Source: an optimization exercise on an open RTL-to-GDS flow (aim: small area). Production flows keep margins and buffers that such runs may drop.
Function was not checked in any run shown here: the RTL went through the layout flow alone.

## flow/design.v (module list and top-level ports; edited modules follow where they fit)
// module CORDIC_COS_SIN: 1544 lines
module CORDIC_COS_SIN #(
    parameter DATA_WIDTH = 16,
    parameter PHASE_WIDTH = 32,
    parameter STAGE = 16
) (
    input clk,
    input rst,
    input en,
    input mode,
    input signed [DATA_WIDTH-1:0] x0,
    input signed [DATA_WIDTH-1:0] y0,
    input signed [PHASE_WIDTH-1:0] phase,
    output valid,
    output [DATA_WIDTH:0] cos,
    output [DATA_WIDTH:0] sin
);
  // ...
==> flow/run.sh <==
#!/bin/bash
# synth_recipe.tcl (not shown) runs the flow's synth.tcl, then flattens the netlist and writes it again
# the make line also repeats each setting of config.mk as NAME=value (left out here)
make -C /OpenROAD-flow-scripts/flow DESIGN_CONFIG=/design/flow/config.mk WORK_HOME=/design/flow/orfs CLKGATE_MAP_FILE= SYNTH_SCRIPT=/design/flow/synth_recipe.tcl finish
==> flow/config.mk <==
export PLATFORM = sky130hd
export DESIGN_NAME = CORDIC_COS_SIN
export DESIGN_NICKNAME = CORDIC_COS_SIN
export VERILOG_FILES = /design/flow/design.v
export SDC_FILE = /design/flow/constraint.sdc
export NUM_CORES = 4
export LEC_CHECK = 0
export ABC_AREA = 1
export CAP_MARGIN = 20
export CORE_MARGIN = 2
export CORE_UTILIZATION = 55
export CTS_BUF_LIST = sky130_fd_sc_hd__clkbuf_4 sky130_fd_sc_hd__clkbuf_8
export CTS_CLUSTER_DIAMETER = 60
export CTS_CLUSTER_SIZE = 30
export GPL_TIMING_DRIVEN = 0
export SLEW_MARGIN = 20
==> flow/constraint.sdc <==
create_clock -name core_clock -period 5.0 [get_ports {clk}]
set_input_delay 1.0000 -clock core_clock [delete_from_list [all_inputs] [get_ports {clk}]]
set_output_delay 1.0000 -clock core_clock [all_outputs]
set_load 0.01 [all_outputs]
==> flow_summary.rst, run 1 <==
.. list-table::
   :header-rows: 1

   * - Metric
     - Value
   * - Quantity of I/O buffers inserted on ports
     - 95
   * - Final non-filler cell total
     - about 5.3k
   * - Count of final max-slew check failures
     - 0
   * - Outcome
     - timing/DRC/antenna clean
   * - Final Util
     - about two thirds
   * - Flop and latch count out of synthesis
     - roughly 360
   * - Hold Path Class
     - flip-flop to flip-flop
   * - Leftover overflow at the end of global routing
     - 0
   * - Biggest cell delay along the critical path
     - 0.40 ns
   * - Async SR Flop Fraction
     - between 2 and 2.5%
   * - GR Layer Usage met3
     - under 10%
   * - Clock buffers created by TritonCTS
     - 40
   * - Net total in the final layout
     - between 5k and 6k
   * - Crit path kind
     - flip-flop to flip-flop
   * - Routed met3 length
     - approximately 2000 µm
   * - RePlAce Congestion
     - around 0.9
   * - Placed cells
     - roughly 5.1k
   * - Detailed Route Iter0 Violations
     - 1007
   * - Largest family of logic cells by synthesized area
     - adder cells
   * - Launch point of the worst path
     - yr7[13]
   * - CP required
     - 5.56 ns
   * - Register fraction of the total cell area
     - 18.4%
   * - Most common cell after layout, fill and taps aside
     - sky130_fd_sc_hd__nand2_1
   * - Number of signal-net inverters in the final layout
     - approximately 680
   * - # setup viols final
     - 0
   * - Final instance area
     - between 30000 and 40000 µm²
   * - Post-synthesis sequential area ratio
     - ~22%
   * - Routed wire length per instance
     - roughly 14 µm
   * - Initial antenna violation count
     - 1
   * - CTS tree
     - yes
   * - Via count
     - around 27k
   * - DR WL met2
     - 38900 µm
   * - Category of cells accounting for the largest share of critical-path delay
     - simple AND/OR/NAND/NOR gates
   * - Post-Route Hold Slack
     - roughly 0.33 ns
   * - Leading cell types by count after synthesis
     - 805 x sky130_fd_sc_hd__nand2_1, 674 x sky130_fd_sc_hd__inv_1, 491 x sky130_fd_sc_hd__xor2_1
   * - Synthesized area divided by synthesized cell count
     - a little under 8 µm²
   * - Total DRC errors in the routed layout
     - 0
==> inputs of run 2 (changes only) <==
--- a/flow/design.v
+++ b/flow/design.v
@@ -1206,108 +1206,182 @@
 wire xa13_G0 = (xa13_g[1] | (xa13_p[1] & xa13_g[0]));
 wire xa13_P0 = xa13_p[1] & xa13_p[0];
 assign xa13_c[2] = xa13_G0 | (xa13_P0 & xa13_c[0]);
 assign xa13_c[3] = xa13_g[2] | (xa13_p[2] & xa13_c[2]);
 wire xa13_G2 = (xa13_g[3] | (xa13_p[3] & xa13_g[2]));
 wire xa13_P2 = xa13_p[3] & xa13_p[2];
 assign xa13_c[4] = xa13_G2 | (xa13_P2 & xa13_c[2]);
 wire xa13_sg = y12[16];
-wire [16:4] xa13_or, xa13_and;
-assign xa13_or[4] = xa13_c[4];
-assign xa13_and[4] = xa13_c[4];
-assign xa13_or[5] = xa13_or[4] | x12[4];
-assign xa13_and[5] = xa13_and[4] & x12[4];
-assign xa13_c[5] = xa13_sg ? xa13_or[5] : xa13_and[5];
-assign xa13_or[6] = xa13_or[5] | x12[5];
-assign xa13_and[6] = xa13_and[5] & x12[5];
-assign xa13_c[6] = xa13_sg ? xa13_or[6] : xa13_and[6];
-assign xa13_or[7] = xa13_or[6] | x12[6];
-assign xa13_and[7] = xa13_and[6] & x12[6];
-assign xa13_c[7] = xa13_sg ? xa13_or[7] : xa13_and[7];
-assign xa13_or[8] = xa13_or[7] | x12[7];
-assign xa13_and[8] = xa13_and[7] & x12[7];
-assign xa13_c[8] = xa13_sg ? xa13_or[8] : xa13_and[8];
-assign xa13_or[9] = xa13_or[8] | x12[8];
-assign xa13_and[9] = xa13_and[8] & x12[8];
-assign xa13_c[9] = xa13_sg ? xa13_or[9] : xa13_and[9];
-assign xa13_or[10] = xa13_or[9] | x12[9];
-assign xa13_and[10] = xa13_and[9] & x12[9];
-assign xa13_c[10] = xa13_sg ? xa13_or[10] : xa13_and[10];
-assign xa13_or[11] = xa13_or[10] | x12[10];
-assign xa13_and[11] = xa13_and[10] & x12[10];
-assign xa13_c[11] = xa13_sg ? xa13_or[11] : xa13_and[11];
-assign xa13_or[12] = xa13_or[11] | x12[11];
-assign xa13_and[12] = xa13_and[11] & x12[11];
-assign xa13_c[12] = xa13_sg ? xa13_or[12] : xa13_and[12];
-assign xa13_or[13] = xa13_or[12] | x12[12];
-assign xa13_and[13] = xa13_and[12] & x12[12];
-assign xa13_c[13] = xa13_sg ? xa13_or[13] : xa13_and[13];
-assign xa13_or[14] = xa13_or[13] | x12[13];
-assign xa13_and[14] = xa13_and[13] & x12[13];
-assign xa13_c[14] = xa13_sg ? xa13_or[14] : xa13_and[14];
-assign xa13_or[15] = xa13_or[14] | x12[14];
-assign xa13_and[15] = xa13_and[14] & x12[14];
-assign xa13_c[15] = xa13_sg ? xa13_or[15] : xa13_and[15];
-assign xa13_or[16] = xa13_or[15] | x12[15];
-assign xa13_and[16] = xa13_and[15] & x12[15];
-assign xa13_c[16] = xa13_sg ? xa13_or[16] : xa13_and[16];
+wire xa13_or0_1 = x12[5] | x12[4];
+wire xa13_or0_3 = x12[7] | x12[6];
+wire xa13_or0_5 = x12[9] | x12[8];
+wire xa13_or0_7 = x12[11] | x12[10];
+wire xa13_or0_9 = x12[13] | x12[12];
+wire xa13_or0_11 = x12[15] | x12[14];
+wire xa13_or1_2 = x12[6] | xa13_or0_1;
+wire xa13_or1_3 = xa13_or0_3 | xa13_or0_1;
+wire xa13_or1_6 = x12[10] | xa13_or0_5;
+wire xa13_or1_7 = xa13_or0_7 | xa13_or0_5;
+wire xa13_or1_10 = x12[14] | xa13_or0_9;
+wire xa13_or1_11 = xa13_or0_11 | xa13_or0_9;
+wire xa13_or2_4 = x12[8] | xa13_or1_3;
+wire xa13_or2_5 = xa13_or0_5 | xa13_or1_3;
+wire xa13_or2_6 = xa13_or1_6 | xa13_or1_3;
+wire xa13_or2_7 = xa13_or1_7 | xa13_or1_3;
+wire xa13_or3_8 = x12[12] | xa13_or2_7;
+wire xa13_or3_9 = xa13_or0_9 | xa13_or2_7;
+wire xa13_or3_10 = xa13_or1_10 | xa13_or2_7;
+wire xa13_or3_11 = xa13_or1_11 | xa13_or2_7;
+wire xa13_OR5 = x12[4];
+wire xa13_OR6 = xa13_or0_1;
+wire xa13_OR7 = xa13_or1_2;
+wire xa13_OR8 = xa13_or1_3;
+wire xa13_OR9 = xa13_or2_4;
+wire xa13_OR10 = xa13_or2_5;
+wire xa13_OR11 = xa13_or2_6;
+wire xa13_OR12 = xa13_or2_7;
+wire xa13_OR13 = xa13_or3_8;
+wire xa13_OR14 = xa13_or3_9;
+wire xa13_OR15 = xa13_or3_10;
+wire xa13_OR16 = xa13_or3_11;
+wire xa13_and0_1 = x12[5] & x12[4];
+wire xa13_and0_3 = x12[7] & x12[6];
+wire xa13_and0_5 = x12[9] & x12[8];
+wire xa13_and0_7 = x12[11] & x12[10];
+wire xa13_and0_9 = x12[13] & x12[12];
+wire xa13_and0_11 = x12[15] & x12[14];
+wire xa13_and1_2 = x12[6] & xa13_and0_1;
+wire xa13_and1_3 = xa13_and0_3 & xa13_and0_1;
+wire xa13_and1_6 = x12[10] & xa13_and0_5;
+wire xa13_and1_7 = xa13_and0_7 & xa13_and0_5;
+wire xa13_and1_10 = x12[14] & xa13_and0_9;
+wire xa13_and1_11 = xa13_and0_11 & xa13_and0_9;
+wire xa13_and2_4 = x12[8] & xa13_and1_3;
+wire xa13_and2_5 = xa13_and0_5 & xa13_and1_3;
+wire xa13_and2_6 = xa13_and1_6 & xa13_and1_3;
+wire xa13_and2_7 = xa13_and1_7 & xa13_and1_3;
+wire xa13_and3_8 = x12[12] & xa13_and2_7;
+wire xa13_and3_9 = xa13_and0_9 & xa13_and2_7;
+wire xa13_and3_10 = xa13_and1_10 & xa13_and2_7;
+wire xa13_and3_11 = xa13_and1_11 & xa13_and2_7;
+wire xa13_AND5 = x12[4];
+wire xa13_AND6 = xa13_and0_1;
+wire xa13_AND7 = xa13_and1_2;
+wire xa13_AND8 = xa13_and1_3;
+wire xa13_AND9 = xa13_and2_4;
+wire xa13_AND10 = xa13_and2_5;
+wire xa13_AND11 = xa13_and2_6;
+wire xa13_AND12 = xa13_and2_7;
+wire xa13_AND13 = xa13_and3_8;
+wire xa13_AND14 = xa13_and3_9;
+wire xa13_AND15 = xa13_and3_10;
+wire xa13_AND16 = xa13_and3_11;
+assign xa13_c[5] = xa13_sg ? (xa13_c[4] | xa13_OR5) : (xa13_c[4] & xa13_AND5);
+assign xa13_c[6] = xa13_sg ? (xa13_c[4] | xa13_OR6) : (xa13_c[4] & xa13_AND6);
+assign xa13_c[7] = xa13_sg ? (xa13_c[4] | xa13_OR7) : (xa13_c[4] & xa13_AND7);
+assign xa13_c[8] = xa13_sg ? (xa13_c[4] | xa13_OR8) : (xa13_c[4] & xa13_AND8);
+assign xa13_c[9] = xa13_sg ? (xa13_c[4] | xa13_OR9) : (xa13_c[4] & xa13_AND9);
+assign xa13_c[10] = xa13_sg ? (xa13_c[4] | xa13_OR10) : (xa13_c[4] & xa13_AND10);
+assign xa13_c[11] = xa13_sg ? (xa13_c[4] | xa13_OR11) : (xa13_c[4] & xa13_AND11);
+assign xa13_c[12] = xa13_sg ? (xa13_c[4] | xa13_OR12) : (xa13_c[4] & xa13_AND12);
+assign xa13_c[13] = xa13_sg ? (xa13_c[4] | xa13_OR13) : (xa13_c[4] & xa13_AND13);
+assign xa13_c[14] = xa13_sg ? (xa13_c[4] | xa13_OR14) : (xa13_c[4] & xa13_AND14);
+assign xa13_c[15] = xa13_sg ? (xa13_c[4] | xa13_OR15) : (xa13_c[4] & xa13_AND15);
+assign xa13_c[16] = xa13_sg ? (xa13_c[4] | xa13_OR16) : (xa13_c[4] & xa13_AND16);
 wire [16:0] xa13 = xa13_p[16:0] ^ xa13_c[16:0];
 wire [16:0] y13_b = {~x12[16], ~x12[16], ~x12[16], ~x12[16], ~x12[16], ~x12[16], ~x12[16], ~x12[16], ~x12[16], ~x12[16], ~x12[16], ~x12[16], ~x12[16], ~x12[15], ~x12[14], ~x12[13], ~x12[12]};
 wire [16:0] y13_p = y12 ^ y13_b, y13_g = y12 & y13_b;
 wire [17:0] y13_c;
 assign y13_c[0] = z12[5];
 assign y13_c[1] = y13_g[0] | (y13_p[0] & y13_c[0]);
 wire y13_G0 = (y13_g[1] | (y13_p[1] & y13_g[0]));
 wire y13_P0 = y13_p[1] & y13_p[0];
 assign y13_c[2] = y13_G0 | (y13_P0 & y13_c[0]);
 assign y13_c[3] = y13_g[2] | (y13_p[2] & y13_c[2]);
 wire y13_G2 = (y13_g[3] | (y13_p[3] & y13_g[2]));
 wire y13_P2 = y13_p[3] & y13_p[2];
 assign y13_c[4] = y13_G2 | (y13_P2 & y13_c[2]);
 wire y13_sg = ~x12[16];
-wire [16:4] y13_or, y13_and;
-assign y13_or[4] = y13_c[4];
-assign y13_and[4] = y13_c[4];
-assign y13_or[5] = y13_or[4] | y12[4];
-assign y13_and[5] = y13_and[4] & y12[4];
-assign y13_c[5] = y13_sg ? y13_or[5] : y13_and[5];
-assign y13_or[6] = y13_or[5] | y12[5];
-assign y13_and[6] = y13_and[5] & y12[5];
-assign y13_c[6] = y13_sg ? y13_or[6] : y13_and[6];
-assign y13_or[7] = y13_or[6] | y12[6];
-assign y13_and[7] = y13_and[6] & y12[6];
-assign y13_c[7] = y13_sg ? y13_or[7] : y13_and[7];
-assign y13_or[8] = y13_or[7] | y12[7];
-assign y13_and[8] = y13_and[7] & y12[7];
-assign y13_c[8] = y13_sg ? y13_or[8] : y13_and[8];
-assign y13_or[9] = y13_or[8] | y12[8];
-assign y13_and[9] = y13_and[8] & y12[8];
-assign y13_c[9] = y13_sg ? y13_or[9] : y13_and[9];
-assign y13_or[10] = y13_or[9] | y12[9];
-assign y13_and[10] = y13_and[9] & y12[9];
-assign y13_c[10] = y13_sg ? y13_or[10] : y13_and[10];
-assign y13_or[11] = y13_or[10] | y12[10];
-assign y13_and[11] = y13_and[10] & y12[10];
-assign y13_c[11] = y13_sg ? y13_or[11] : y13_and[11];
-assign y13_or[12] = y13_or[11] | y12[11];
-assign y13_and[12] = y13_and[11] & y12[11];
-assign y13_c[12] = y13_sg ? y13_or[12] : y13_and[12];
-assign y13_or[13] = y13_or[12] | y12[12];
-assign y13_and[13] = y13_and[12] & y12[12];
-assign y13_c[13] = y13_sg ? y13_or[13] : y13_and[13];
-assign y13_or[14] = y13_or[13] | y12[13];
-assign y13_and[14] = y13_and[13] & y12[13];
-assign y13_c[14] = y13_sg ? y13_or[14] : y13_and[14];
-assign y13_or[15] = y13_or[14] | y12[14];
-assign y13_and[15] = y13_and[14] & y12[14];
-assign y13_c[15] = y13_sg ? y13_or[15] : y13_and[15];
-assign y13_or[16] = y13_or[15] | y12[15];
-assign y13_and[16] = y13_and[15] & y12[15];
-assign y13_c[16] = y13_sg ? y13_or[16] : y13_and[16];
+wire y13_or0_1 = y12[5] | y12[4];
+wire y13_or0_3 = y12[7] | y12[6];
+wire y13_or0_5 = y12[9] | y12[8];
+wire y13_or0_7 = y12[11] | y12[10];
+wire y13_or0_9 = y12[13] | y12[12];
+wire y13_or0_11 = y12[15] | y12[14];
+wire y13_or1_2 = y12[6] | y13_or0_1;
+wire y13_or1_3 = y13_or0_3 | y13_or0_1;
+wire y13_or1_6 = y12[10] | y13_or0_5;
+wire y13_or1_7 = y13_or0_7 | y13_or0_5;
+wire y13_or1_10 = y12[14] | y13_or0_9;
+wire y13_or1_11 = y13_or0_11 | y13_or0_9;
+wire y13_or2_4 = y12[8] | y13_or1_3;
+wire y13_or2_5 = y13_or0_5 | y13_or1_3;
+wire y13_or2_6 = y13_or1_6 | y13_or1_3;
+wire y13_or2_7 = y13_or1_7 | y13_or1_3;
+wire y13_or3_8 = y12[12] | y13_or2_7;
+wire y13_or3_9 = y13_or0_9 | y13_or2_7;
+wire y13_or3_10 = y13_or1_10 | y13_or2_7;
+wire y13_or3_11 = y13_or1_11 | y13_or2_7;
+wire y13_OR5 = y12[4];
+wire y13_OR6 = y13_or0_1;
+wire y13_OR7 = y13_or1_2;
+wire y13_OR8 = y13_or1_3;
+wire y13_OR9 = y13_or2_4;
+wire y13_OR10 = y13_or2_5;
+wire y13_OR11 = y13_or2_6;
+wire y13_OR12 = y13_or2_7;
+wire y13_OR13 = y13_or3_8;
+wire y13_OR14 = y13_or3_9;
+wire y13_OR15 = y13_or3_10;
+wire y13_OR16 = y13_or3_11;
+wire y13_and0_1 = y12[5] & y12[4];
+wire y13_and0_3 = y12[7] & y12[6];
+wire y13_and0_5 = y12[9] & y12[8];
+wire y13_and0_7 = y12[11] & y12[10];
+wire y13_and0_9 = y12[13] & y12[12];
+wire y13_and0_11 = y12[15] & y12[14];
+wire y13_and1_2 = y12[6] & y13_and0_1;
+wire y13_and1_3 = y13_and0_3 & y13_and0_1;
+wire y13_and1_6 = y12[10] & y13_and0_5;
+wire y13_and1_7 = y13_and0_7 & y13_and0_5;
+wire y13_and1_10 = y12[14] & y13_and0_9;
+wire y13_and1_11 = y13_and0_11 & y13_and0_9;
+wire y13_and2_4 = y12[8] & y13_and1_3;
+wire y13_and2_5 = y13_and0_5 & y13_and1_3;
+wire y13_and2_6 = y13_and1_6 & y13_and1_3;
+wire y13_and2_7 = y13_and1_7 & y13_and1_3;
+wire y13_and3_8 = y12[12] & y13_and2_7;
+wire y13_and3_9 = y13_and0_9 & y13_and2_7;
+wire y13_and3_10 = y13_and1_10 & y13_and2_7;
+wire y13_and3_11 = y13_and1_11 & y13_and2_7;
+wire y13_AND5 = y12[4];
+wire y13_AND6 = y13_and0_1;
+wire y13_AND7 = y13_and1_2;
+wire y13_AND8 = y13_and1_3;
+wire y13_AND9 = y13_and2_4;
+wire y13_AND10 = y13_and2_5;
+wire y13_AND11 = y13_and2_6;
+wire y13_AND12 = y13_and2_7;
+wire y13_AND13 = y13_and3_8;
+wire y13_AND14 = y13_and3_9;
+wire y13_AND15 = y13_and3_10;
+wire y13_AND16 = y13_and3_11;
+assign y13_c[5] = y13_sg ? (y13_c[4] | y13_OR5) : (y13_c[4] & y13_AND5);
+assign y13_c[6] = y13_sg ? (y13_c[4] | y13_OR6) : (y13_c[4] & y13_AND6);
+assign y13_c[7] = y13_sg ? (y13_c[4] | y13_OR7) : (y13_c[4] & y13_AND7);
+assign y13_c[8] = y13_sg ? (y13_c[4] | y13_OR8) : (y13_c[4] & y13_AND8);
+assign y13_c[9] = y13_sg ? (y13_c[4] | y13_OR9) : (y13_c[4] & y13_AND9);
+assign y13_c[10] = y13_sg ? (y13_c[4] | y13_OR10) : (y13_c[4] & y13_AND10);
+assign y13_c[11] = y13_sg ? (y13_c[4] | y13_OR11) : (y13_c[4] & y13_AND11);
+assign y13_c[12] = y13_sg ? (y13_c[4] | y13_OR12) : (y13_c[4] & y13_AND12);
+assign y13_c[13] = y13_sg ? (y13_c[4] | y13_OR13) : (y13_c[4] & y13_AND13);
+assign y13_c[14] = y13_sg ? (y13_c[4] | y13_OR14) : (y13_c[4] & y13_AND14);
+assign y13_c[15] = y13_sg ? (y13_c[4] | y13_OR15) : (y13_c[4] & y13_AND15);
+assign y13_c[16] = y13_sg ? (y13_c[4] | y13_OR16) : (y13_c[4] & y13_AND16);
 wire [16:0] y13 = y13_p[16:0] ^ y13_c[16:0];
 wire [6:0] z13_f = {{1{z12[5]}}, z12} + (z12[5] ? 7'd14 : -7'd14);
 wire [4:0] z13 = z13_f[4:0];
 wire [16:0] x13 = xa13 ^ {17{z12[5] ^ z13[4]}};
 reg [16:0] xr7, yr7;
 reg [4:0] zr7;
 always @(posedge clk) begin
     xr7 <= x13;
@@ -1418,127 +1492,129 @@
 assign y14_c[15] = y14_sg ? y14_or[15] : y14_and[15];
 assign y14_or[16] = y14_or[15] | yr7[15];
 assign y14_and[16] = y14_and[15] & yr7[15];
 assign y14_c[16] = y14_sg ? y14_or[16] : y14_and[16];
 wire [16:0] y14 = y14_p[16:0] ^ y14_c[16:0];
 wire [5:0] z14_f = {{1{zr7[4]}}, zr7} + (zr7[4] ? 6'd7 : -6'd7);
 wire [3:0] z14 = z14_f[3:0];
 wire [16:0] x14 = xa14 ^ {17{zr7[4] ^ z14[3]}};
-wire [16:0] xa15_b = {y14[16], y14[16], y14[16], y14[16], y14[16], y14[16], y14[16], y14[16], y14[16], y14[16], y14[16], y14[16], y14[16], y14[16], y14[16], y14[15], y14[14]};
-wire [16:0] xa15_p = x14 ^ xa15_b, xa15_g = x14 & xa15_b;
+reg [16:0] xr8, yr8;
+reg [3:0] zr8;
+always @(posedge clk) begin
+    xr8 <= x14;
+    yr8 <= y14;
+    zr8 <= z14;
+end
+wire [16:0] xa15_b = {yr8[16], yr8[16], yr8[16], yr8[16], yr8[16], yr8[16], yr8[16], yr8[16], yr8[16], yr8[16], yr8[16], yr8[16], yr8[16], yr8[16], yr8[16], yr8[15], yr8[14]};
+wire [16:0] xa15_p = xr8 ^ xa15_b, xa15_g = xr8 & xa15_b;
 wire [17:0] xa15_c;
 assign xa15_c[0] = 1'b0;
 assign xa15_c[1] = xa15_g[0] | (xa15_p[0] & xa15_c[0]);
 wire xa15_G0 = (xa15_g[1] | (xa15_p[1] & xa15_g[0]));
 wire xa15_P0 = xa15_p[1] & xa15_p[0];
 assign xa15_c[2] = xa15_G0 | (xa15_P0 & xa15_c[0]);
-wire xa15_sg = y14[16];
+wire xa15_sg = yr8[16];
 wire [16:2] xa15_or, xa15_and;
 assign xa15_or[2] = xa15_c[2];
 assign xa15_and[2] = xa15_c[2];
-assign xa15_or[3] = xa15_or[2] | x14[2];
-assign xa15_and[3] = xa15_and[2] & x14[2];
+assign xa15_or[3] = xa15_or[2] | xr8[2];
+assign xa15_and[3] = xa15_and[2] & xr8[2];
 assign xa15_c[3] = xa15_sg ? xa15_or[3] : xa15_and[3];
-assign xa15_or[4] = xa15_or[3] | x14[3];
-assign xa15_and[4] = xa15_and[3] & x14[3];
+assign xa15_or[4] = xa15_or[3] | xr8[3];
+assign xa15_and[4] = xa15_and[3] & xr8[3];
 assign xa15_c[4] = xa15_sg ? xa15_or[4] : xa15_and[4];
-assign xa15_or[5] = xa15_or[4] | x14[4];
-assign xa15_and[5] = xa15_and[4] & x14[4];
+assign xa15_or[5] = xa15_or[4] | xr8[4];
+assign xa15_and[5] = xa15_and[4] & xr8[4];
 assign xa15_c[5] = xa15_sg ? xa15_or[5] : xa15_and[5];
-assign xa15_or[6] = xa15_or[5] | x14[5];
-assign xa15_and[6] = xa15_and[5] & x14[5];
+assign xa15_or[6] = xa15_or[5] | xr8[5];
+assign xa15_and[6] = xa15_and[5] & xr8[5];
 assign xa15_c[6] = xa15_sg ? xa15_or[6] : xa15_and[6];
-assign xa15_or[7] = xa15_or[6] | x14[6];
-assign xa15_and[7] = xa15_and[6] & x14[6];
+assign xa15_or[7] = xa15_or[6] | xr8[6];
+assign xa15_and[7] = xa15_and[6] & xr8[6];
 assign xa15_c[7] = xa15_sg ? xa15_or[7] : xa15_and[7];
-assign xa15_or[8] = xa15_or[7] | x14[7];
-assign xa15_and[8] = xa15_and[7] & x14[7];
+assign xa15_or[8] = xa15_or[7] | xr8[7];
+assign xa15_and[8] = xa15_and[7] & xr8[7];
 assign xa15_c[8] = xa15_sg ? xa15_or[8] : xa15_and[8];
-assign xa15_or[9] = xa15_or[8] | x14[8];
-assign xa15_and[9] = xa15_and[8] & x14[8];
+assign xa15_or[9] = xa15_or[8] | xr8[8];
+assign xa15_and[9] = xa15_and[8] & xr8[8];
 assign xa15_c[9] = xa15_sg ? xa15_or[9] : xa15_and[9];
-assign xa15_or[10] = xa15_or[9] | x14[9];
-assign xa15_and[10] = xa15_and[9] & x14[9];
+assign xa15_or[10] = xa15_or[9] | xr8[9];
+assign xa15_and[10] = xa15_and[9] & xr8[9];
 assign xa15_c[10] = xa15_sg ? xa15_or[10] : xa15_and[10];
-assign xa15_or[11] = xa15_or[10] | x14[10];
-assign xa15_and[11] = xa15_and[10] & x14[10];
+assign xa15_or[11] = xa15_or[10] | xr8[10];
+assign xa15_and[11] = xa15_and[10] & xr8[10];
 assign xa15_c[11] = xa15_sg ? xa15_or[11] : xa15_and[11];
-assign xa15_or[12] = xa15_or[11] | x14[11];
-assign xa15_and[12] = xa15_and[11] & x14[11];
+assign xa15_or[12] = xa15_or[11] | xr8[11];
+assign xa15_and[12] = xa15_and[11] & xr8[11];
 assign xa15_c[12] = xa15_sg ? xa15_or[12] : xa15_and[12];
-assign xa15_or[13] = xa15_or[12] | x14[12];
-assign xa15_and[13] = xa15_and[12] & x14[12];
+assign xa15_or[13] = xa15_or[12] | xr8[12];
+assign xa15_and[13] = xa15_and[12] & xr8[12];
 assign xa15_c[13] = xa15_sg ? xa15_or[13] : xa15_and[13];
-assign xa15_or[14] = xa15_or[13] | x14[13];
-assign xa15_and[14] = xa15_and[13] & x14[13];
+assign xa15_or[14] = xa15_or[13] | xr8[13];
+assign xa15_and[14] = xa15_and[13] & xr8[13];
 assign xa15_c[14] = xa15_sg ? xa15_or[14] : xa15_and[14];
-assign xa15_or[15] = xa15_or[14] | x14[14];
-assign xa15_and[15] = xa15_and[14] & x14[14];
+assign xa15_or[15] = xa15_or[14] | xr8[14];
+assign xa15_and[15] = xa15_and[14] & xr8[14];
 assign xa15_c[15] = xa15_sg ? xa15_or[15] : xa15_and[15];
-assign xa15_or[16] = xa15_or[15] | x14[15];
-assign xa15_and[16] = xa15_and[15] & x14[15];
+assign xa15_or[16] = xa15_or[15] | xr8[15];
+assign xa15_and[16] = xa15_and[15] & xr8[15];
 assign xa15_c[16] = xa15_sg ? xa15_or[16] : xa15_and[16];
 wire [16:0] xa15 = xa15_p[16:0] ^ xa15_c[16:0];
-wire [16:0] y15_b = {~x14[16], ~x14[16], ~x14[16], ~x14[16], ~x14[16], ~x14[16], ~x14[16], ~x14[16], ~x14[16], ~x14[16], ~x14[16], ~x14[16], ~x14[16], ~x14[16], ~x14[16], ~x14[15], ~x14[14]};
-wire [16:0] y15_p = y14 ^ y15_b, y15_g = y14 & y15_b;
+wire [16:0] y15_b = {~xr8[16], ~xr8[16], ~xr8[16], ~xr8[16], ~xr8[16], ~xr8[16], ~xr8[16], ~xr8[16], ~xr8[16], ~xr8[16], ~xr8[16], ~xr8[16], ~xr8[16], ~xr8[16], ~xr8[16], ~xr8[15], ~xr8[14]};
+wire [16:0] y15_p = yr8 ^ y15_b, y15_g = yr8 & y15_b;
 wire [17:0] y15_c;
-assign y15_c[0] = z14[3];
+assign y15_c[0] = zr8[3];
 assign y15_c[1] = y15_g[0] | (y15_p[0] & y15_c[0]);
 wire y15_G0 = (y15_g[1] | (y15_p[1] & y15_g[0]));
 wire y15_P0 = y15_p[1] & y15_p[0];
 assign y15_c[2] = y15_G0 | (y15_P0 & y15_c[0]);
-wire y15_sg = ~x14[16];
+wire y15_sg = ~xr8[16];
 wire [16:2] y15_or, y15_and;
 assign y15_or[2] = y15_c[2];
 assign y15_and[2] = y15_c[2];
-assign y15_or[3] = y15_or[2] | y14[2];
-assign y15_and[3] = y15_and[2] & y14[2];
+assign y15_or[3] = y15_or[2] | yr8[2];
+assign y15_and[3] = y15_and[2] & yr8[2];
 assign y15_c[3] = y15_sg ? y15_or[3] : y15_and[3];
-assign y15_or[4] = y15_or[3] | y14[3];
-assign y15_and[4] = y15_and[3] & y14[3];
+assign y15_or[4] = y15_or[3] | yr8[3];
+assign y15_and[4] = y15_and[3] & yr8[3];
 assign y15_c[4] = y15_sg ? y15_or[4] : y15_and[4];
-assign y15_or[5] = y15_or[4] | y14[4];
-assign y15_and[5] = y15_and[4] & y14[4];
+assign y15_or[5] = y15_or[4] | yr8[4];
+assign y15_and[5] = y15_and[4] & yr8[4];
 assign y15_c[5] = y15_sg ? y15_or[5] : y15_and[5];
-assign y15_or[6] = y15_or[5] | y14[5];
-assign y15_and[6] = y15_and[5] & y14[5];
+assign y15_or[6] = y15_or[5] | yr8[5];
+assign y15_and[6] = y15_and[5] & yr8[5];
 assign y15_c[6] = y15_sg ? y15_or[6] : y15_and[6];
-assign y15_or[7] = y15_or[6] | y14[6];
-assign y15_and[7] = y15_and[6] & y14[6];
+assign y15_or[7] = y15_or[6] | yr8[6];
+assign y15_and[7] = y15_and[6] & yr8[6];
 assign y15_c[7] = y15_sg ? y15_or[7] : y15_and[7];
-assign y15_or[8] = y15_or[7] | y14[7];
-assign y15_and[8] = y15_and[7] & y14[7];
+assign y15_or[8] = y15_or[7] | yr8[7];
+assign y15_and[8] = y15_and[7] & yr8[7];
 assign y15_c[8] = y15_sg ? y15_or[8] : y15_and[8];
-assign y15_or[9] = y15_or[8] | y14[8];
-assign y15_and[9] = y15_and[8] & y14[8];
+assign y15_or[9] = y15_or[8] | yr8[8];
+assign y15_and[9] = y15_and[8] & yr8[8];
 assign y15_c[9] = y15_sg ? y15_or[9] : y15_and[9];
-assign y15_or[10] = y15_or[9] | y14[9];
-assign y15_and[10] = y15_and[9] & y14[9];
+assign y15_or[10] = y15_or[9] | yr8[9];
+assign y15_and[10] = y15_and[9] & yr8[9];
 assign y15_c[10] = y15_sg ? y15_or[10] : y15_and[10];
-assign y15_or[11] = y15_or[10] | y14[10];
-assign y15_and[11] = y15_and[10] & y14[10];
+assign y15_or[11] = y15_or[10] | yr8[10];
+assign y15_and[11] = y15_and[10] & yr8[10];
 assign y15_c[11] = y15_sg ? y15_or[11] : y15_and[11];
-assign y15_or[12] = y15_or[11] | y14[11];
-assign y15_and[12] = y15_and[11] & y14[11];
+assign y15_or[12] = y15_or[11] | yr8[11];
+assign y15_and[12] = y15_and[11] & yr8[11];
 assign y15_c[12] = y15_sg ? y15_or[12] : y15_and[12];
-assign y15_or[13] = y15_or[12] | y14[12];
-assign y15_and[13] = y15_and[12] & y14[12];
+assign y15_or[13] = y15_or[12] | yr8[12];
+assign y15_and[13] = y15_and[12] & yr8[12];
 assign y15_c[13] = y15_sg ? y15_or[13] : y15_and[13];
-assign y15_or[14] = y15_or[13] | y14[13];
-assign y15_and[14] = y15_and[13] & y14[13];
+assign y15_or[14] = y15_or[13] | yr8[13];
+assign y15_and[14] = y15_and[13] & yr8[13];
 assign y15_c[14] = y15_sg ? y15_or[14] : y15_and[14];
-assign y15_or[15] = y15_or[14] | y14[14];
-assign y15_and[15] = y15_and[14] & y14[14];
+assign y15_or[15] = y15_or[14] | yr8[14];
+assign y15_and[15] = y15_and[14] & yr8[14];
 assign y15_c[15] = y15_sg ? y15_or[15] : y15_and[15];
-assign y15_or[16] = y15_or[15] | y14[15];
-assign y15_and[16] = y15_and[15] & y14[15];
+assign y15_or[16] = y15_or[15] | yr8[15];
+assign y15_and[16] = y15_and[15] & yr8[15];
 assign y15_c[16] = y15_sg ? y15_or[16] : y15_and[16];
 wire [16:0] y15 = y15_p[16:0] ^ y15_c[16:0];
-wire [16:0] x15 = xa15 ^ {17{~z14[3]}};
-reg [16:0] xr8, yr8;
-always @(posedge clk) begin
-    xr8 <= x15;
-    yr8 <= y15;
-end
-assign cos = xr8;
-assign sin = yr8;
+wire [16:0] x15 = xa15 ^ {17{~zr8[3]}};
+assign cos = x15;
+assign sin = y15;
 endmodule
==> run 2 against run 1 <==
Compared with the run above: synthesized cell count fell by 1.5%; fmax rose by 0.31%; design area fell by 3.3%; die area fell by 0.80%; first-iteration DRC count fell by 9.6%; clock skew fell by 0.031 ns; largest cell class unchanged.
==> flow_summary.rst, run 2 <==
.. list-table::
   :header-rows: 1

   * - Metric
     - Value
   * - Area post-placement
     - 34100 µm² (was 34400 µm²)
   * - Achievable clock frequency
     - 206 MHz (was 205 MHz)
   * - Flop and latch count out of synthesis
     - 358 (was 357)
   * - Maximum fanout count along the critical path
     - 5 (was 4)
   * - Most common cell after layout, fill and taps aside
     - sky130_fd_sc_hd__inv_1 (was sky130_fd_sc_hd__nand2_1)
   * - CP required
     - 5.51 ns (was 5.56 ns)
   * - Signal arrival time at the worst endpoint
     - 5.37 ns (was 5.44 ns)
   * - Setup repair after global routing missed its margin
     - true (unchanged)
   * - CTS tree
     - yes (unchanged)
   * - Critical path depth
     - 36 (was 33)
   * - Deepest clock path buffer count
     - 3 (unchanged)
   * - Launch point of the worst path
     - xr5[9] (was yr7[13])
   * - Depth of the worst register-to-register path
     - 36 (was 33)
   * - RePlAce Congestion
     - 0.869 (was 0.895)
   * - Hold Path Class
     - flip-flop to flip-flop (unchanged)
   * - Hold path depth
     - 0 (unchanged)
   * - Post-synth EDFFs
     - 0 (unchanged)
   * - Biggest cell delay along the critical path
     - 0.38 ns (was 0.40 ns)
   * - RR Endpoint
     - xr6[16] (was yr8[16])
   * - Initial standard-cell utilization of the core
     - 55.8% (was 55.4%)
   * - Clock buffers created by TritonCTS
     - 34 (was 40)
   * - Maximum number of pins on one net before global-route repair
     - 23 (was 20)
   * - Most instantiated library cell after synthesis
     - sky130_fd_sc_hd__inv_1 (was sky130_fd_sc_hd__nand2_1)
   * - Die boundary width
     - 246 µm (was 247 µm)
   * - Routed wire length per instance
     - 13.5 µm (was 14.1 µm)
   * - DR vias/cell
     - 4.99 (was 5.03)
   * - Area added between synthesis and finish
     - 18.2% (was 21.2%)
   * - Largest cells by area after synthesis
     - sky130_fd_sc_hd__dfxtp_1 22%, sky130_fd_sc_hd__xor2_1 14%, sky130_fd_sc_hd__ha_1 13% (was sky130_fd_sc_hd__dfxtp_1 21%, sky130_fd_sc_hd__ha_1 13%, sky130_fd_sc_hd__xor2_1 13%)
   * - Area fraction of the dominant cell type after synthesis
     - 21.7% (was 21.5%)
   * - Most frequent cells in the layout
     - 668 x sky130_fd_sc_hd__inv_1, 663 x sky130_fd_sc_hd__nand2_1, 476 x sky130_fd_sc_hd__xor2_1 (was 750 x sky130_fd_sc_hd__nand2_1, 630 x sky130_fd_sc_hd__inv_1, 460 x sky130_fd_sc_hd__xor2_1)
   * - Count of final max-slew check failures
     - 0 (unchanged)
   * - Crit path kind
     - flip-flop to flip-flop (unchanged)
   * - Total of hold buffers inserted after clock tree synthesis
     - 0 (unchanged)
   * - Total GRT Usage
     - 22.8% (was 24.0%)
   * - Count of clock tree sinks
     - 358 (was 357)
   * - Type of element launching the critical path
     - flip-flop (unchanged)
   * - Leftover overflow at the end of global routing
     - 0 (unchanged)
   * - Root buffer cell
     - sky130_fd_sc_hd__clkbuf_8 (unchanged)
   * - Startpoint of the worst register-to-register path
     - xr5[9] (was yr7[13])
   * - Total DRC errors in the routed layout
     - 0 (unchanged)
   * - Via count of the first global-routing pass
     - 24.7k (was 25.6k)
   * - Slew margin rel.
     - 40.7% (was 37.5%)
   * - Post-synthesis cell count
     - 4129 (was 4192)
   * - Cell taking the most area after synthesis
     - sky130_fd_sc_hd__dfxtp_1 (unchanged)
   * - Critical Path Sink Type
     - flip-flop (unchanged)
   * - Quantity of I/O buffers inserted on ports
     - 94 (was 95)
   * - Shortest clock period the worst path allows after layout
     - 4.86 ns (was 4.88 ns)
   * - Total Negative Setup Slacks
     - 0 ns (unchanged)
   * - Ratio of cells with drive above 1 in the final layout
     - 14.6% (was 17.5%)
   * - Via count
     - 26.0k (was 26.9k)
   * - Hpwl dp
     - 56100 µm (was 58200 µm)
   * - # setup viols final
     - 0 (unchanged)
   * - Post-synthesis sequential area ratio
     - 22.3% (was 22.1%)
   * - CTS H-tree depth
     - 2 (unchanged)
   * - Category of cells accounting for the largest share of critical-path delay
     - simple AND/OR/NAND/NOR gates (unchanged)
   * - Outcome
     - timing/DRC/antenna clean (unchanged)
   * - MaxCap Viol Count
     - 0 (unchanged)
   * - Worst setup timing slack at the placement stage
     - -1.31 ns (was -1.42 ns)
   * - Total nets after synthesis
     - 4691 (was 4756)
   * - Count of nets left with antenna violations after detail routing
     - 0 (unchanged)
   * - Filler cell count in the final layout
     - 5170 (was 5081)
   * - Async SR Flop Fraction
     - 2.23% (was 2.24%)
   * - Fin crit share
     - 97.2% (was 97.5%)
   * - Slowest cell on the critical path
     - sky130_fd_sc_hd__dfxtp_4 (was sky130_fd_sc_hd__fa_2)
   * - Number of distinct library cells after synthesis
     - 64 (was 57)
   * - Final worst setup slack
     - 0.138 ns (was 0.123 ns)
   * - TritonRoute pass-1 iters
     - 5 (was 7)
   * - CP bufs+invs
     - 9 (was 4)
   * - Final instance area
     - 38100 µm² (was 39400 µm²)
   * - Initial antenna violation count
     - 1 (unchanged)
   * - Core area
     - 57800 µm² (was 58700 µm²)
   * - Floorplan die height
     - 246 µm (was 247 µm)
   * - Clock latency on the worst-skew pair
     - 0.63 ns (was 0.68 ns)
   * - Flop2flop setup slack
     - 0.14 ns (was 0.12 ns)
   * - Routed Wire Length
     - 70300 µm (was 75500 µm)
   * - Global-route wire length before repair
     - 115000 µm (was 121000 µm)
   * - Primary FF master, synth
     - sky130_fd_sc_hd__dfxtp_1 (unchanged)
   * - Yosys warnings
     - 1 (unchanged)
   * - Worst-margin pin slew
     - 0.886 ns (was 0.931 ns)
   * - Synthesized area divided by synthesized cell count
     - 7.81 µm² (was 7.76 µm²)
   * - Mapped cell area
     - 32200 µm² (was 32500 µm²)
   * - Post-CTS clock slew at the launch and capture registers of the worst setup and hold paths
     - 0.11 ns (was 0.09 ns)
   * - Net total in the final layout
     - 4980 (was 5109)
   * - Top-Level Pins
     - 103 (unchanged)
   * - Number of placement rows
     - 88 (was 89)
   * - Most frequent cell on the critical path
     - sky130_fd_sc_hd__inv_1 (was sky130_fd_sc_hd__nand2_1)
   * - Detailed Route Iter0 Violations
     - 910 (was 1007)
   * - Worst setup skew after layout
     - 0.0292 ns (was 0.0599 ns)
   * - Area of the die
     - 60600 µm² (was 61100 µm²)
   * - Leading cell types by count after synthesis
     - 700 x sky130_fd_sc_hd__inv_1, 693 x sky130_fd_sc_hd__nand2_1, 502 x sky130_fd_sc_hd__xor2_1 (was 805 x sky130_fd_sc_hd__nand2_1, 674 x sky130_fd_sc_hd__inv_1, 491 x sky130_fd_sc_hd__xor2_1)
   * - Critical path endpoint
     - xr6[16] (was yr8[16])
   * - Hold violation total from the final report
     - 0 (unchanged)
-- run 2: cell types whose count changed in the layout (fill, tap and decap cells not counted), moves of 21 or more --
cell / previous run / this run
sky130_fd_sc_hd__buf_4: 219 / 154
sky130_fd_sc_hd__inv_1: 630 / 668
sky130_fd_sc_hd__nand2_1: 750 / 663
sky130_fd_sc_hd__nand2_2: 62 / 37
sky130_fd_sc_hd__nor2_1: 124 / 183
sky130_fd_sc_hd__o21ai_0: 176 / 155
-- run 2: timing repair --
action                                  in CTS  in global routing
endpoints found under the setup margin     137                145
setup buffers                               42                120
endpoints found under the hold margin        0                  0
pin swaps                                   27                168
resized for setup                          132                325
-- run 2: per-stage QoR --
stage / cells / hold slack (ns) / utilization [%]
2_1_floorplan: 4129 / 0.310 / -
3_3_place_gp: 4988 / 0.316 / 59.1
3_5_place_dp: 4988 / 0.315 / 59.1
4_1_cts: 5089 / 0.344 / 62.0
5_1_grt: 5207 / 0.346 / 65.9
6_report: 5207 / 0.341 / 65.9
-- run 2: layer usage --
| layer | GRT usage [%] | wire (µm) |
|---|---|---|
| met5 | 0 | 0 |
| met4 | 6.27 | 1630 |
| met3 | 2.18 | 1510 |
| met2 | 41.7 | 35800 |
| met1 | 28.3 | 31300 |
-- run 2: layout make-up --
cell class              instances  area (µm²)  share of cell area (%)
repair buffers                254        2200                    5.77
clock inverters                21         270                   0.709
clock buffers                  38         517                    1.36
diodes                          1        2.50                 0.00657
plain buffers                  39         259                   0.680
well taps                     765         957                    2.51
flip-flops and latches        358        7260                    19.1
multi-input cells            3008       23900                    62.7
inverters                     723        2750                    7.21
-- run 2: kinds of logic (layout without fill, tap and decap cells) --
group | Yosys count | in the layout | share of synthesized area (%)
AND/OR/NAND/NOR | 1277 | 1277 | 17.0
buffers and inverters | 763 | 1075 | 9.09
XOR/XNOR | 705 | 705 | 19.6
AO/OA/AOI/OAI | 530 | 530 | 9.27
adder cells (fa/ha/maj) | 494 | 494 | 22.7
flip-flops | 358 | 358 | 22.3
multiplexers | 2 | 2 | 0.0621
other | 0 | 1 | 0
-- run 2: worst min-delay path by stage --
stage | to | from
after floorplan | zr3[0] | zr2[0]
after global placement | zr3[0] | zr2[0]
after detailed placement | zr3[0] | zr2[0]
after CTS | zr3[0] | zr2[0]
after global routing | zr3[0] | zr2[0]
final | zr3[0] | zr2[0]
==> inputs of run 3 (changes only) <==
--- a/flow/config.mk
+++ b/flow/config.mk
@@ -13,4 +13,5 @@
 export CTS_CLUSTER_DIAMETER = 60
 export CTS_CLUSTER_SIZE = 30
 export GPL_TIMING_DRIVEN = 0
+export PLACE_DENSITY = 0.75
 export SLEW_MARGIN = 20
==> run 3 against run 2 <==
Compared with the run above: still clean; global-route usage is 0.58 points lower; routed wire length is 0.62% higher; register-to-register slack hardly changed; worst setup slack better by 0.0068 ns; non-clock buffer count is 14 higher; sequential share of layout area is 0.16 points lower; cell count is 0.38% higher; clock skew is 0.0021 ns higher; critical path type unchanged.
==> flow_summary.rst, run 3 <==
.. list-table::
   :header-rows: 1

   * - Metric
     - Value
   * - Outcome
     - timing/DRC/antenna clean (unchanged)
   * - Async SR Flop Fraction
     - 2.23% (unchanged)
   * - Total Negative Setup Slacks
     - 0 ns (unchanged)
   * - Achievable clock frequency
     - 206 MHz (about the same)
   * - Fin crit share
     - 97.1% (was 97.2%)
   * - Initial antenna violation count
     - 1 (unchanged)
   * - Final instance area
     - 38400 µm² (was 38100 µm²)
   * - Total DRC errors in the routed layout
     - 0 (unchanged)
   * - Hpwl dp
     - 53500 µm (was 56100 µm)
   * - Depth of the worst register-to-register path
     - 38 (was 36)
   * - Routed met3 length
     - 1740 µm (was 1510 µm)
   * - Die boundary width
     - 246 µm (unchanged)
   * - Global-route wire length before repair
     - 113000 µm (was 115000 µm)
   * - Post-Route Hold Slack
     - 0.340 ns (was 0.341 ns)
   * - Post-synth EDFFs
     - 0 (unchanged)
   * - Cell taking the most area after synthesis
     - sky130_fd_sc_hd__dfxtp_1 (unchanged)
   * - Total GRT Usage
     - 22.2% (was 22.8%)
   * - Deepest clock path buffer count
     - 3 (unchanged)
   * - Yosys warnings
     - 1 (unchanged)
   * - Area added between synthesis and finish
     - 19.2% (was 18.2%)
   * - Critical Path Sink Type
     - flip-flop (unchanged)
   * - Most frequent cell on the critical path
     - sky130_fd_sc_hd__inv_2 (was sky130_fd_sc_hd__inv_1)
   * - Post-CTS clock slew at the launch and capture registers of the worst setup and hold paths
     - 0.11 ns (about the same)
   * - CTS tree
     - yes (unchanged)
   * - Slowest cell on the critical path
     - sky130_fd_sc_hd__fa_2 (was sky130_fd_sc_hd__dfxtp_4)
   * - Critical path endpoint
     - xr6[15] (was xr6[16])
   * - Area of the die
     - 60600 µm² (unchanged)
   * - Maximum number of pins on one net before global-route repair
     - 23 (unchanged)
   * - Hold violation total from the final report
     - 0 (unchanged)
   * - Net total in the final layout
     - 4997 (was 4980)
   * - Count of final max-slew check failures
     - 0 (unchanged)
   * - Flop and latch count out of synthesis
     - 358 (unchanged)
   * - Root buffer cell
     - sky130_fd_sc_hd__clkbuf_8 (unchanged)
   * - Via count of the first global-routing pass
     - 25.9k (was 24.7k)
   * - Placed cells
     - 4988 (unchanged)
   * - Signal arrival time at the worst endpoint
     - 5.39 ns (was 5.37 ns)
   * - Clock buffers created by TritonCTS
     - 37 (was 34)
   * - Quantity of I/O buffers inserted on ports
     - 94 (unchanged)
   * - Largest cells by area after synthesis
     - sky130_fd_sc_hd__dfxtp_1 22%, sky130_fd_sc_hd__xor2_1 14%, sky130_fd_sc_hd__ha_1 13% (unchanged)
   * - Biggest cell delay along the critical path
     - 0.39 ns (was 0.38 ns)
   * - RePlAce Congestion
     - 0.896 (was 0.869)
   * - Most instantiated library cell after synthesis
     - sky130_fd_sc_hd__inv_1 (unchanged)
   * - CTS H-tree depth
     - 2 (unchanged)
   * - Most frequent cells in the layout
     - 660 x sky130_fd_sc_hd__inv_1, 644 x sky130_fd_sc_hd__nand2_1, 480 x sky130_fd_sc_hd__xor2_1 (was 668 x sky130_fd_sc_hd__inv_1, 663 x sky130_fd_sc_hd__nand2_1, 476 x sky130_fd_sc_hd__xor2_1)
   * - Mapped cell area
     - 32200 µm² (unchanged)
   * - Final worst setup slack
     - 0.145 ns (was 0.138 ns)
   * - Ratio of cells with drive above 1 in the final layout
     - 15.6% (was 14.6%)
   * - Primary FF master, synth
     - sky130_fd_sc_hd__dfxtp_1 (unchanged)
   * - Area fraction of the dominant cell type after synthesis
     - 21.7% (unchanged)
   * - Post-synthesis cell count
     - 4129 (unchanged)
   * - Detailed Route Iter0 Violations
     - 1063 (was 910)
   * - Worst setup skew after layout
     - 0.0313 ns (was 0.0292 ns)
   * - DR vias/cell
     - 5.13 (was 4.99)
   * - # setup viols final
     - 0 (unchanged)
   * - Floorplan die height
     - 246 µm (unchanged)
   * - CP required
     - 5.53 ns (was 5.51 ns)
   * - Final non-filler cell total
     - 5227 (was 5207)
   * - Hold Path Class
     - flip-flop to flip-flop (unchanged)
   * - Worst setup timing slack at the placement stage
     - -1.51 ns (was -1.31 ns)
   * - Routed Wire Length
     - 70700 µm (was 70300 µm)
   * - Crit path kind
     - flip-flop to flip-flop (unchanged)
   * - RR Endpoint
     - xr6[15] (was xr6[16])
   * - Top-Level Pins
     - 103 (unchanged)
   * - DR WL met2
     - 38900 µm (was 35800 µm)
   * - Startpoint of the worst register-to-register path
     - xr5[10] (was xr5[9])
   * - Flop2flop setup slack
     - 0.14 ns (about the same)
   * - Most common cell after layout, fill and taps aside
     - sky130_fd_sc_hd__inv_1 (unchanged)
   * - Launch point of the worst path
     - xr5[10] (was xr5[9])
   * - Leftover overflow at the end of global routing
     - 0 (unchanged)
   * - Count of clock tree sinks
     - 358 (unchanged)
   * - Hold wc startpoint
     - zr2[0] (unchanged)
   * - Type of element launching the critical path
     - flip-flop (unchanged)
   * - MaxCap Viol Count
     - 0 (unchanged)
   * - Shortest clock period the worst path allows after layout
     - 4.86 ns (about the same)
   * - Total nets after synthesis
     - 4691 (unchanged)
   * - Number of placement rows
     - 88 (unchanged)
   * - Core area
     - 57800 µm² (unchanged)
   * - Area post-placement
     - 34100 µm² (unchanged)
   * - TritonRoute pass-1 iters
     - 5 (unchanged)
   * - Total of hold buffers inserted after clock tree synthesis
     - 0 (unchanged)
   * - Maximum fanout count along the critical path
     - 5 (unchanged)
   * - Slew margin rel.
     - 38.5% (was 40.7%)
   * - Via count
     - 26.8k (was 26.0k)
   * - Setup repair after global routing missed its margin
     - true (unchanged)
   * - Routed wire length per instance
     - 13.5 µm (about the same)
   * - Met1 wire length
     - 27700 µm (was 31300 µm)
   * - Initial standard-cell utilization of the core
     - 55.8% (unchanged)
   * - Number of distinct library cells after synthesis
     - 64 (unchanged)
   * - Synthesized area divided by synthesized cell count
     - 7.81 µm² (unchanged)
   * - Post-synthesis sequential area ratio
     - 22.3% (unchanged)
   * - Leading cell types by count after synthesis
     - 700 x sky130_fd_sc_hd__inv_1, 693 x sky130_fd_sc_hd__nand2_1, 502 x sky130_fd_sc_hd__xor2_1 (unchanged)
   * - Clock latency on the worst-skew pair
     - 0.64 ns (was 0.63 ns)
   * - Worst-margin pin slew
     - 0.920 ns (was 0.886 ns)
   * - Count of nets left with antenna violations after detail routing
     - 0 (unchanged)
   * - Top metal layer carrying routed signals
     - met4 (unchanged)
[run 3: cell counts after synthesis]
Identical to the previous run, type by type.
[run 3: routing by layer]
layer,up-vias,global-route usage [%]
li1,13700,-
met2,414,44.9
met5,-,0
met3,151,2.46
met4,0,8.48
met1,12500,23.0
[run 3: logic make-up after synthesis]
kind of cell / Yosys count / share of synthesized area (%)
adders and majority gates: 494 / 22.7
DFF: 358 / 22.3
buffers and inverters: 763 / 9.09
AOI/OAI and AO/OA: 530 / 9.27
muxes: 2 / 0.0621
xor gates and xnor gates: 705 / 19.6
and+or+nand+nor: 1277 / 17.0
[run 3: worst min-delay path by stage]
stage,to,slack (ns),cells past startpoint
CTS,zr3[0],0.34,0
floorplan,zr3[0],0.31,0
detailed placement,zr3[0],0.31,0
finish,zr3[0],0.34,0
global route,vld[1],0.37,0
global placement,zr3[0],0.31,0
[run 3: critical path, delay by kind of cell (launching register included)]
family | cells | cell delay (ns)
fa+ha+maj | 4 | 1.15
simple gates | 17 | 1.68
xor+xnor | 1 | 0.16
compound gates | 7 | 0.77
flops | 1 | 0.35
buf+inv | 9 | 0.63
[run 3: through the flow]
stage	util [%]
2_1_floorplan	-
3_3_place_gp	59.1
3_5_place_dp	59.1
4_1_cts	62.4
6_report	66.5
5_1_grt	66.5
[run 3: final cells by class]
cell class | count | area, µm²
Multi-Input combinational cell | 3008 | 24000
Fill cell | 4531 | 19400
Sequential cell | 358 | 7260
Inverter | 723 | 2750
Timing Repair Buffer | 268 | 2320
Tap cell | 765 | 957
Clock buffer | 43 | 561
Clock inverter | 22 | 313
Buffer | 39 | 267
Antenna cell | 1 | 2.50
[run 3: timing repair]
item / 4_1_cts / 5_1_grt
resized for setup: 138 / 358
endpoints found under the setup margin: 124 / 145
setup buffers: 52 / 123
pin swaps: 35 / 191
==> inputs of run 4 (changes only) <==
--- a/flow/config.mk
+++ b/flow/config.mk
@@ -8,10 +8,9 @@
 export ABC_AREA = 1
 export CAP_MARGIN = 20
 export CORE_MARGIN = 2
-export CORE_UTILIZATION = 55
+export CORE_UTILIZATION = 62
 export CTS_BUF_LIST = sky130_fd_sc_hd__clkbuf_4 sky130_fd_sc_hd__clkbuf_8
 export CTS_CLUSTER_DIAMETER = 60
 export CTS_CLUSTER_SIZE = 30
 export GPL_TIMING_DRIVEN = 0
-export PLACE_DENSITY = 0.75
 export SLEW_MARGIN = 20
==> run 4 against run 3 <==
Compared with the run above: still clean on timing, DRC and antenna; clock skew rose by 0.0085 ns; routed wire length increased by 0.85%; die area fell by 11%; sequential share of layout area grew 0.11 points; via count fell by 1.5%; count of clock-buffer cells in the layout shrank 5; fmax fell by 0.31%; cell count shrank 1.9%; synthesized cell count is the same; design area down 0.61%; largest cell class unchanged.
==> flow_summary.rst, run 4 <==
.. list-table::
   :header-rows: 1

   * - Metric
     - Value
   * - Outcome
     - timing/DRC/antenna clean (unchanged)
   * - Critical Path Sink Type
     - flip-flop (unchanged)
   * - Most Crowded Layer GR
     - met2 (unchanged)
   * - Via count
     - 26.4k (was 26.8k)
   * - Total nets after synthesis
     - 4691 (unchanged)
   * - Net total in the final layout
     - 4984 (was 4997)
   * - Top-Level Pins
     - 103 (unchanged)
   * - Post-synthesis xor/xnor area fraction
     - 19.6% (unchanged)
   * - Largest cells by area after synthesis
     - sky130_fd_sc_hd__dfxtp_1 22%, sky130_fd_sc_hd__xor2_1 14%, sky130_fd_sc_hd__ha_1 13% (unchanged)
   * - Floorplan die height
     - 232 µm (was 246 µm)
   * - Area added between synthesis and finish
     - 18.5% (was 19.2%)
   * - Post-synthesis cell count
     - 4129 (unchanged)
   * - GR Layer Usage met3
     - 3.18% (was 2.46%)
   * - Mapped cell area
     - 32200 µm² (unchanged)
   * - TritonRoute pass-1 iters
     - 5 (unchanged)
   * - Hold violation total from the final report
     - 0 (unchanged)
   * - Maximum number of pins on one net before global-route repair
     - 23 (unchanged)
   * - Area of the die
     - 53900 µm² (was 60600 µm²)
   * - Detailed Route Iter0 Violations
     - 1062 (was 1063)
   * - Routed wire length per instance
     - 13.9 µm (was 13.5 µm)
   * - Quantity of I/O buffers inserted on ports
     - 94 (unchanged)
   * - Worst-margin pin slew
     - 0.846 ns (was 0.920 ns)
   * - DR vias/cell
     - 5.15 (was 5.13)
   * - Most common cell after layout, fill and taps aside
     - sky130_fd_sc_hd__inv_1 (unchanged)
   * - Most frequent cell on the critical path
     - sky130_fd_sc_hd__nand2_2 (was sky130_fd_sc_hd__inv_2)
   * - Most frequent cells in the layout
     - 663 x sky130_fd_sc_hd__inv_1, 646 x sky130_fd_sc_hd__nand2_1, 479 x sky130_fd_sc_hd__xor2_1 (was 660 x sky130_fd_sc_hd__inv_1, 644 x sky130_fd_sc_hd__nand2_1, 480 x sky130_fd_sc_hd__xor2_1)
   * - Count of clock tree sinks
     - 358 (unchanged)
   * - Hpwl dp
     - 55700 µm (was 53500 µm)
   * - CTS H-tree depth
     - 2 (unchanged)
   * - Post-Route Hold Slack
     - 0.340 ns (about the same)
   * - Global-route wire length before repair
     - 114000 µm (was 113000 µm)
   * - Largest family of logic cells by synthesized area
     - adder cells (unchanged)
   * - Async SR Flop Fraction
     - 2.23% (unchanged)
   * - CTS tree
     - yes (unchanged)
   * - Shortest clock period the worst path allows after layout
     - 4.87 ns (was 4.86 ns)
   * - Maximum fanout count along the critical path
     - 5 (unchanged)
   * - CP required
     - 5.54 ns (was 5.53 ns)
   * - Post-synth EDFFs
     - 0 (unchanged)
   * - Setup repair after global routing missed its margin
     - true (unchanged)
   * - Cell taking the most area after synthesis
     - sky130_fd_sc_hd__dfxtp_1 (unchanged)
   * - Root buffer cell
     - sky130_fd_sc_hd__clkbuf_8 (unchanged)
   * - Grt met1 use
     - 31.4% (was 23.0%)
   * - Via count of the first global-routing pass
     - 25.0k (was 25.9k)
   * - Total DRC errors in the routed layout
     - 0 (unchanged)
   * - Count of nets left with antenna violations after detail routing
     - 0 (unchanged)
   * - Primary FF master, synth
     - sky130_fd_sc_hd__dfxtp_1 (unchanged)
   * - Placed cells
     - 4903 (was 4988)
   * - Initial standard-cell utilization of the core
     - 62.7% (was 55.8%)
   * - Mux share of post-synthesis cell area
     - 0.0621% (unchanged)
   * - Crit path kind
     - flip-flop to flip-flop (unchanged)
   * - Worst setup skew after layout
     - 0.0398 ns (was 0.0313 ns)
   * - Number of placement rows
     - 83 (was 88)
   * - Post-synthesis sequential area ratio
     - 22.3% (unchanged)
   * - Fin crit share
     - 97.4% (was 97.1%)
   * - Leftover overflow at the end of global routing
     - 0 (unchanged)
   * - Die boundary width
     - 232 µm (was 246 µm)
   * - Area fraction of the dominant cell type after synthesis
     - 21.7% (unchanged)
   * - Compound-gate portion of the synthesized area
     - 9.27% (unchanged)
   * - MaxCap Viol Count
     - 0 (unchanged)
   * - Biggest cell delay along the critical path
     - 0.36 ns (was 0.39 ns)
   * - Synthesized area divided by synthesized cell count
     - 7.81 µm² (unchanged)
   * - RePlAce Congestion
     - 0.881 (was 0.896)
   * - Flop and latch count out of synthesis
     - 358 (unchanged)
   * - Slew margin rel.
     - 43.4% (was 38.5%)
   * - Post-CTS clock slew at the launch and capture registers of the worst setup and hold paths
     - 0.10 ns (was 0.11 ns)
   * - # setup viols final
     - 0 (unchanged)
   * - Clock latency on the worst-skew pair
     - 0.64 ns (about the same)
   * - Hold Path Class
     - flip-flop to flip-flop (unchanged)
   * - Global-route met2 utilization
     - 46.4% (was 44.9%)
   * - Initial antenna violation count
     - 1 (unchanged)
   * - Number of distinct library cells after synthesis
     - 64 (unchanged)
   * - Leading cell types by count after synthesis
     - 700 x sky130_fd_sc_hd__inv_1, 693 x sky130_fd_sc_hd__nand2_1, 502 x sky130_fd_sc_hd__xor2_1 (unchanged)
   * - Final non-filler cell total
     - 5129 (was 5227)
   * - Count of final max-slew check failures
     - 0 (unchanged)
   * - Ratio of cells with drive above 1 in the final layout
     - 15.3% (was 15.6%)
   * - Signal arrival time at the worst endpoint
     - 5.41 ns (was 5.39 ns)
   * - Slowest cell on the critical path
     - sky130_fd_sc_hd__dfxtp_2 (was sky130_fd_sc_hd__fa_2)
   * - Basic-gate share of the synthesized area counting and, or, nand and nor cells
     - 17.0% (unchanged)
   * - Achievable clock frequency
     - 205 MHz (was 206 MHz)
   * - Deepest clock path buffer count
     - 3 (unchanged)
   * - Fraction of the mapped netlist area in adder cells
     - 22.7% (unchanged)
   * - Total of hold buffers inserted after clock tree synthesis
     - 0 (unchanged)
   * - Routed Wire Length
     - 71300 µm (was 70700 µm)
   * - Type of element launching the critical path
     - flip-flop (unchanged)
   * - Total GRT Usage
     - 25.6% (was 22.2%)
   * - Core area
     - 51400 µm² (was 57800 µm²)
   * - Most instantiated library cell after synthesis
     - sky130_fd_sc_hd__inv_1 (unchanged)
   * - Clock buffers created by TritonCTS
     - 35 (was 37)
   * - Yosys warnings
     - 1 (unchanged)
==> run 4: kinds of logic (layout without fill, tap and decap cells) <==
kind of cell | Yosys count | after routing
adders and majority gates | 494 | 494
other | 0 | 1
buffers and inverters | 763 | 1082
and+or+nand+nor | 1277 | 1277
AOI/OAI and AO/OA | 530 | 530
DFF | 358 | 358
muxes | 2 | 2
xor gates and xnor gates | 705 | 705
==> run 4: routing by layer <==
| layer | share of wire, % | vias to the layer above |
|---|---|---|
| met3 | 2.9 | 123 |
| li1 | - | 13700 |
| met2 | 50 | 359 |
| met4 | 3.1 | 0 |
| met1 | 44 | 12300 |
| met5 | 0 | - |
==> run 4: final timing paths <==
check                        start      end  slack (ns)  depth (start not counted)
max reg2reg                xr5[10]  xr6[16]        0.13                         37
max                        xr5[10]  xr6[16]        0.13                         37
max in group asynchronous      rst   vld[7]        4.22                          2
min                         zr2[0]   zr3[0]        0.34                          0
min in group asynchronous      rst   vld[4]        0.57                          2
min reg2reg                 zr2[0]   zr3[0]        0.34                          0
==> run 4: final cells by class <==
type,instances,area (µm²)
flip-flops and latches,358,7260
diodes,1,2.50
multi-input cells,3008,24000
clock inverters,25,355
clock buffers,38,517
plain buffers,38,244
repair buffers,258,2220
fillers,4058,13200
inverters,723,2750
well taps,680,851
==> run 4: critical path: cells and delay by family (launching register included) <==
kind / cells / cell delay [ns]
xor+xnor: 2 / 0.36
flops: 1 / 0.36
compound gates: 5 / 0.79
simple gates: 19 / 1.83
fa+ha+maj: 3 / 0.90
buf+inv: 8 / 0.55
==> run 4: metrics by stage <==
stage / area [µm²] / setup WS, ns / utilization (%) / TNS, ns
4_1_cts: 35800 / -0.0223 / 69.6 / -0.0223
2_1_floorplan: 32200 / 0.0349 / - / 0
5_1_grt: 38200 / -0.251 / 74.3 / -2.60
3_3_place_gp: 34000 / -1.40 / 66.2 / -64.66
3_5_place_dp: 34000 / -1.42 / 66.2 / -69.68
6_report: 38200 / 0.130 / 74.3 / 0
==> run 4: timing repair <==
item / CTS / global route
setup endpoints to repair: 135 / 134
setup buffers: 38 / 126
pin swaps: 26 / 164
resized for setup: 129 / 361

what the ideal ports hide:
In the flow no input, the clock included, has a driving cell. The finished layouts below were timed again as built, in two steps.
Step 1 sets driving cells, clkbuf_16 on the clock port and buf_2 on the other inputs (assumed; they add their load-dependent delay and slew).
Step 2, shift: input delay + t, output delay - t, t = (earliest + latest rising clock arrival at the registers) / 2. This alone moves slack from input paths to output paths.
a / b / c = ideal ports / drivers / drivers and shift; a / b = the first two.
| run | t (ns) | setup WS [ns] | worst setup path at the end | slew at the worst register clock pin (ns) |
|---|---|---|---|---|
| run 1 | 0.712 | 0.123 / 0.123 / -0.237 | input to register | 0.11 / 0.11 |
| run 2 | 0.666 | 0.138 / 0.138 / -0.342 | input to register | 0.12 / 0.12 |
| run 3 | 0.688 | 0.145 / 0.144 / -0.311 | input to register | 0.12 / 0.12 |
| run 4 | 0.688 | 0.130 / 0.130 / -0.355 | input to register | 0.12 / 0.12 |
Met with ideal ports but missed after step 2: setup timing in every run listed. The setup slack of run 4, which loses most, moves by 0.000 ns with the drivers and by -0.485 ns with both steps.
